Source: an optimization exercise on an open RTL-to-GDS flow (aim: small area and a short achievable clock period). Production flows keep margins and buffers that such runs may drop. No run shown here included a check of the RTL's function; only the layout flow was run. No activity file was given, so power comes from the tool's default toggle rates.

==> flow/design.v (outline; a module is shown in full before it is edited, if it fits) <==
// module pid_controller: 1225 lines
// module pid_fa: 4 lines
// module pid_pg: 4 lines
// module pid_carry16: 24 lines
// module pid_bpp: 3 lines
// module pid_ha: 4 lines
// module top: 23 lines
module top (
  input  logic        clk,
  input  logic        rst_n,
  input  logic [15:0] setpoint,
  input  logic [15:0] feedback,
  input  logic [15:0] Kp,
  input  logic [15:0] Ki,
  input  logic [15:0] Kd,
  input  logic [15:0] clk_prescaler,
  output logic [15:0] control_signal
);
  // ...
==> flow/flow/run.sh <==
#!/bin/bash
# The standard layout, with the port buffers made of plain buf_1 cells
# instead of the delay buffers buffer_ports picks on its own, and a larger
# setup margin for timing repair.
set -euo pipefail
export BUFFER_PORTS_ARGS="-buffer_cell sky130_fd_sc_hd__buf_1"
bash standard.sh SETUP_SLACK_MARGIN=6.5 finish > standard.log 2>&1
==> flow/standard.sh <==
#!/bin/bash
# synth_recipe.tcl (not shown) runs the flow's synth.tcl, then flattens the netlist and writes it again
# the make line also repeats each setting of config.mk as NAME=value (left out here)
make -C /OpenROAD-flow-scripts/flow DESIGN_CONFIG=/design/flow/config.mk WORK_HOME=/design/flow/orfs CLKGATE_MAP_FILE= SYNTH_SCRIPT=/design/flow/synth_recipe.tcl "${@:-finish}"
==> flow/config.mk <==
export PLATFORM = sky130hd
export DESIGN_NAME = top
export DESIGN_NICKNAME = top
export VERILOG_FILES = /design/flow/design.v
export SDC_FILE = /design/flow/constraint.sdc
export NUM_CORES = 4
export LEC_CHECK = 0
export CAP_MARGIN = 20
export CORE_MARGIN = 2
export CORE_UTILIZATION = 40
export CTS_BUF_LIST = sky130_fd_sc_hd__clkbuf_4 sky130_fd_sc_hd__clkbuf_8
export CTS_CLUSTER_SIZE = 40
export SETUP_SLACK_MARGIN = 5
export SLEW_MARGIN = 20
export SYNTH_HIERARCHICAL = 1
export SYNTH_MINIMUM_KEEP_SIZE = 0
==> flow/constraint.sdc <==
create_clock -name core_clock -period 12.5 [get_ports {clk}]
set_input_delay 2.5000 -clock core_clock [delete_from_list [all_inputs] [get_ports {clk}]]
set_output_delay 2.5000 -clock core_clock [all_outputs]
set_load 0.01 [all_outputs]
==> summary.txt, run 1 <==
clock sink count 115; CTS HTree Levels 4; sum of negative setup slack 0 ns; TritonRoute pass-1 iters 5; Fmax 168.8 MHz; dpl ws 5.454 ns; Switching Share 49.28%; CTS Root Cell clkbuf_8; CP Data Arrival Time 6.26 ns; Vias 11520; Clock buffer cells 17; CP max FO 7; actual slew at the worst max-slew pin 1.039 ns; routability-driven placement congestion ratio 0.9088; fraction of area in multi-input gates 70.28%; total routed wirelength 44.91 mm; outcome timing/DRC/antenna clean; Critical Path Stages 19; GR Layer Usage met2 36.18%; combinational logic power 3.15 mW; number of sequential cells 115; most used cell, CP fa_1; CP bufs+invs 6; Congestion Overflow GR 0; combinational power share 77.0%
==> run 2: changes to the inputs <==
--- a/flow/design.v
+++ b/flow/design.v
@@ -140,17 +140,17 @@
   wire e_p13, e_g13;
   pid_pg u_e_pg13 (.a(setpoint[13]), .b(~feedback[13]), .g(e_g13), .p(e_p13));
   wire e_p14, e_g14;
   pid_pg u_e_pg14 (.a(setpoint[14]), .b(~feedback[14]), .g(e_g14), .p(e_p14));
   wire e_p15, e_g15;
   pid_pg u_e_pg15 (.a(setpoint[15]), .b(~feedback[15]), .g(e_g15), .p(e_p15));
   wire e_g0c = setpoint[0] | ~feedback[0];
   wire [15:0] e_c;
-  pid_carry16 u_e_cy (.g({e_g15, e_g14, e_g13, e_g12, e_g11, e_g10, e_g9, e_g8, e_g7, e_g6, e_g5, e_g4, e_g3, e_g2, e_g1, e_g0c}), .p({e_p15, e_p14, e_p13, e_p12, e_p11, e_p10, e_p9, e_p8, e_p7, e_p6, e_p5, e_p4, e_p3, e_p2, e_p1, e_p0}), .ci(1'b0), .c(e_c));
+  pid_carry16ks u_e_cy (.g({e_g15, e_g14, e_g13, e_g12, e_g11, e_g10, e_g9, e_g8, e_g7, e_g6, e_g5, e_g4, e_g3, e_g2, e_g1, e_g0c}), .p({e_p15, e_p14, e_p13, e_p12, e_p11, e_p10, e_p9, e_p8, e_p7, e_p6, e_p5, e_p4, e_p3, e_p2, e_p1, e_p0}), .ci(1'b0), .c(e_c));
   wire [15:0] e = {e_p15, e_p14, e_p13, e_p12, e_p11, e_p10, e_p9, e_p8, e_p7, e_p6, e_p5, e_p4, e_p3, e_p2, e_p1, e_p0} ^ {e_c[15:1], 1'b1};
   wire ksum_p0, ksum_g0;
   pid_pg u_ksum_pg0 (.a(kpg[0]), .b(kdg[0]), .g(ksum_g0), .p(ksum_p0));
   wire ksum_p1, ksum_g1;
   pid_pg u_ksum_pg1 (.a(kpg[1]), .b(kdg[1]), .g(ksum_g1), .p(ksum_p1));
   wire ksum_p2, ksum_g2;
   pid_pg u_ksum_pg2 (.a(kpg[2]), .b(kdg[2]), .g(ksum_g2), .p(ksum_p2));
   wire ksum_p3, ksum_g3;
@@ -175,17 +175,17 @@
   pid_pg u_ksum_pg12 (.a(kpg[12]), .b(kdg[12]), .g(ksum_g12), .p(ksum_p12));
   wire ksum_p13, ksum_g13;
   pid_pg u_ksum_pg13 (.a(kpg[13]), .b(kdg[13]), .g(ksum_g13), .p(ksum_p13));
   wire ksum_p14, ksum_g14;
   pid_pg u_ksum_pg14 (.a(kpg[14]), .b(kdg[14]), .g(ksum_g14), .p(ksum_p14));
   wire ksum_p15, ksum_g15;
   pid_pg u_ksum_pg15 (.a(kpg[15]), .b(kdg[15]), .g(ksum_g15), .p(ksum_p15));
   wire [15:0] ksum_c;
-  pid_carry16 u_ksum_cy (.g({ksum_g15, ksum_g14, ksum_g13, ksum_g12, ksum_g11, ksum_g10, ksum_g9, ksum_g8, ksum_g7, ksum_g6, ksum_g5, ksum_g4, ksum_g3, ksum_g2, ksum_g1, ksum_g0}), .p({ksum_p15, ksum_p14, ksum_p13, ksum_p12, ksum_p11, ksum_p10, ksum_p9, ksum_p8, ksum_p7, ksum_p6, ksum_p5, ksum_p4, ksum_p3, ksum_p2, ksum_p1, ksum_p0}), .ci(1'b0), .c(ksum_c));
+  pid_carry16ks u_ksum_cy (.g({ksum_g15, ksum_g14, ksum_g13, ksum_g12, ksum_g11, ksum_g10, ksum_g9, ksum_g8, ksum_g7, ksum_g6, ksum_g5, ksum_g4, ksum_g3, ksum_g2, ksum_g1, ksum_g0}), .p({ksum_p15, ksum_p14, ksum_p13, ksum_p12, ksum_p11, ksum_p10, ksum_p9, ksum_p8, ksum_p7, ksum_p6, ksum_p5, ksum_p4, ksum_p3, ksum_p2, ksum_p1, ksum_p0}), .ci(1'b0), .c(ksum_c));
   wire [15:0] ksum = {ksum_p15, ksum_p14, ksum_p13, ksum_p12, ksum_p11, ksum_p10, ksum_p9, ksum_p8, ksum_p7, ksum_p6, ksum_p5, ksum_p4, ksum_p3, ksum_p2, ksum_p1, ksum_p0} ^ ksum_c;
   wire ed_one0 = e[0] ^ 1'b0;
   wire ed_two0 = (e[1] & ~e[0] & ~1'b0) | (~e[1] & e[0] & 1'b0);
   wire ed_neg0 = e[1] & ~(e[0] & 1'b0);
   wire ed_one1 = e[2] ^ e[1];
   wire ed_two1 = (e[3] & ~e[2] & ~e[1]) | (~e[3] & e[2] & e[1]);
   wire ed_neg1 = e[3] & ~(e[2] & e[1]);
   wire ed_one2 = e[4] ^ e[3];
@@ -1249,16 +1249,40 @@
         end else begin
           G[l+1][i] = G[l][i];
           P[l+1][i] = P[l][i];
         end
       end
     end
     c[0] = ci;
     for (i = 1; i < 16; i = i + 1) c[i] = G[4][i-1];
+  end
+endmodule
+module pid_carry16ks(input logic [15:0] g, input logic [15:0] p, input logic ci,
+                     output logic [15:0] c);
+  logic [15:0] G [0:4];
+  logic [15:0] P [0:4];
+  integer i, l;
+  always_comb begin
+    G[0] = g;
+    P[0] = p;
+    G[0][0] = g[0] | (p[0] & ci);
+    for (l = 0; l < 4; l = l + 1) begin
+      for (i = 0; i < 16; i = i + 1) begin
+        if (i >= (1 << l)) begin
+          G[l+1][i] = G[l][i] | (P[l][i] & G[l][i - (1 << l)]);
+          P[l+1][i] = P[l][i] & P[l][i - (1 << l)];
+        end else begin
+          G[l+1][i] = G[l][i];
+          P[l+1][i] = P[l][i];
+        end
+      end
+    end
+    c[0] = ci;
+    for (i = 1; i < 16; i = i + 1) c[i] = G[4][i-1];
   end
 endmodule
 module pid_bpp(input logic one, two, a, b, output logic p);
   assign p = (one & a) | (two & b);
 endmodule
 module pid_ha(input logic a, b, output logic s, co);
   assign s = a ^ b;
   assign co = a & b;
==> run 2 against run 1 <==
Effect of this change: still clean; setup slack got worse by 0.080 ns; critical path depth fell by 4; cell count barely moved; utilization barely moved; synthesized cell count rose by 1.2%; first-iteration DRC count fell by 5.8%; via count barely moved; combinational power fell by 2%; sequential power barely moved; non-clock buffer count fell by 17; largest cell class unchanged.
==> summary.txt, run 2 <==
area post-placement 17170 µm²; register area 2883 µm²; Final Max Tran Viols 0; Max-Cap Viols 0; CP Data Arrival Time 6.32 ns (+0.06 ns); Congestion Overflow GR 0 (unchanged); Cells after Synth 1400; final hold violations 0; peak supply drop 0.1365 mV; Worst Path Required 12.82 ns; Vias 11510 (-0.043%); Critical Path Sink Type flop; Core Rows 72; initial core utilization 40.66%; io pins 114; Multi-input gate area 13210 µm²; clock sink count 115 (unchanged); Area Growth Syn to Fin 17.21%; Clock transition at path regs 0.08 ns; Post-Syn Area 15750 µm²; CTS Root Cell clkbuf_8; Skew-Pair Late Insertion Delay 0.45 ns; DRC errors left 0; Antenna Cells 0; Yosys Warn Count 13; outcome timing/DRC/antenna clean; Slew HR 33.55%; sum of negative setup slack 0 ns (unchanged); die area 40980 µm²; unrepaired setup endpoints after global routing yes; CTS tree built; TritonCTS Buffers 17; mean routed wirelength per cell 20.94 µm; power consumption 3.999 mW; vias in the first global route 12030; post-synthesis area per instance 11.25 µm²; Power Dens Cells 216.6 nW/µm²; Port Buffer Count 113; Design Area, Final 18460 µm²; minimum clock period 6.005 ns; final setup fails 0; layout cell share with drive strength beyond 1 17.10%; Routed Antenna Nets 0; Clock Skews 0.01736 ns; Die W 202.4 µm; routability-driven placement congestion ratio 0.8708 (-4.2%); initial DRC count 717; CTS HTree Levels 4 (unchanged); min-delay worst type flop to flop; dpl ws 5.415 ns (-0.03982 ns); Clock Path Buffers 2; hold_buf cts 0; Final Util 47.66%; actual slew at the worst max-slew pin 0.9919 ns (-0.04670 ns); initial antenna violation count 0; HPWL after detailed placement 35.66 mm; worst setup path category primary input to flop; CP max FO 7 (unchanged); most frequent cells in the layout fa_1, a22o_1, xnor2_1; Fmax 166.5 MHz (-1.3%); TritonRoute pass-1 iters 5 (unchanged); total routed wirelength 43.79 mm (-2.5%); crit share post-route 48.04%; Net count, final 1969; Core Region 38740 µm²; Setup WS post-layout 6.495 ns; vias per cell 5.506; first-pass GRT wire length 69.50 mm; GRT Resource Usage Total 22.06%; Setup crit start kind primary input; most common cell after layout, fill and taps aside fa_1; Die H 202.4 µm; Leak 8.577 nW; largest net degree at the start of global routing 77; fill count 3607
==> run 2: cell count changes in the layout (fill, tap and decap cells not counted), sizes merged, moves of 6 or more <==
cell | previous run | this run
o21a | 0 | 6
inv | 76 | 69
buf | 186 | 175
nor2 | 38 | 29
a41o | 0 | 6
==> run 2: final cells by class <==
cell class	instances	area share (%)
clock buffers	18	1.342
clock inverters	14	0.7861
inverters	65	1.464
multi-input cells	1185	71.57
flip-flops and latches	115	15.61
well taps	518	3.510
repair buffers	176	5.713
==> run 2: final timing paths <==
kind / startpoint / end / slack [ns] / depth (start not counted)
setup / recovery: Kd[5] / u_dut.C3[14]$_DFF_PN0_ / 6.50 / 15
setup reg to reg: u_dut.smp$_DFF_PN0_ / u_dut.C3[14]$_DFF_PN0_ / 6.63 / 12
min in group asynchronous: rst_n / u_dut.clk_divider[13]$_DFF_PN0_ / 2.11 / 1
hold / removal: u_dut.clk_divider[0]$_DFF_PN0_ / u_dut.clk_divider[0]$_DFF_PN0_ / 0.53 / 1
max in group asynchronous: rst_n / u_dut.prev[9]$_DFFE_PN0P_ / 8.97 / 2
hold reg to reg: u_dut.clk_divider[0]$_DFF_PN0_ / u_dut.clk_divider[0]$_DFF_PN0_ / 0.53 / 1
==> run 2: stage by stage <==
| step | hold WS, ns | cells |
|---|---|---|
| 5_1_grt | 0.5522 | 2091 |
| 3_5_place_dp | 0.5255 | 2014 |
| 3_3_place_gp | 0.5165 | 2014 |
| 4_1_cts | 0.5386 | 2064 |
| 6_report | 0.5268 | 2091 |
| 2_1_floorplan | 0.4494 | 1404 |
==> run 2: timing repair <==
action	4_1_cts	5_1_grt
setup buffers	18	27
resized for setup	35	50
endpoints found under the hold margin	0	0
endpoints found under the setup margin	34	24
pin swaps	9	26
==> run 2: critical path: stages <==
cell and delay, ns:
buf_1 0.12, nand2_4 0.14, inv_1 0.10, ha_2 0.33
and3_2 0.24, nand3_1 0.09, nand3_1 0.10, a41o_4 0.28
o41a_1 0.40, xnor2_2 0.25, xnor2_1 0.20, a22o_1 0.22
fa_2 0.49, fa_2 0.40, fa_1 0.44
==> run 2: routing by layer <==
| layer | vias to the layer above | part of all wire, % | track usage (%) |
|---|---|---|---|
| li1 | 5258 | - | - |
| met1 | 5867 | 43 | 30.36 |
| met2 | 334 | 49 | 36.48 |
| met3 | 55 | 5.2 | 3.031 |
| met4 | 0 | 2.9 | 6.178 |
| met5 | - | 0 | 0 |
==> run 2: report_power, final <==
part / internal [mW] / switching, mW / total (mW)
logic: 1.36 / 1.74 / 3.10
registers: 0.491 / 0.0617 / 0.553
clock network: 0.168 / 0.181 / 0.350
total: 2.02 / 1.98 / 4.00

[separate check: timing with driven ports]
The flow's constraints put no driver on any port. The routed layouts listed below were extracted and timed again, unchanged, in two steps.
Step 1, drivers: a clkbuf_16 drives clk and a buf_2 each remaining input, both assumed.
Step 2, shift: input delay + t, output delay - t, t = (earliest + latest rising clock arrival at the registers) / 2. This alone moves slack from input paths to output paths.
Slacks: ideal ports / drivers / drivers and shift; pairs: ideal ports / drivers.
run	t, ns	setup WS [ns]	worst data-port slew with drivers (ns)
run 1	0.500	6.575 / 6.595 / 6.094	0.03
run 2	0.486	6.495 / 6.516 / 6.030	0.06
After both steps setup and hold are still met in every run listed. For run 1, which loses most, drivers alone change the setup slack by +0.020 ns; drivers and shift together by -0.481 ns.
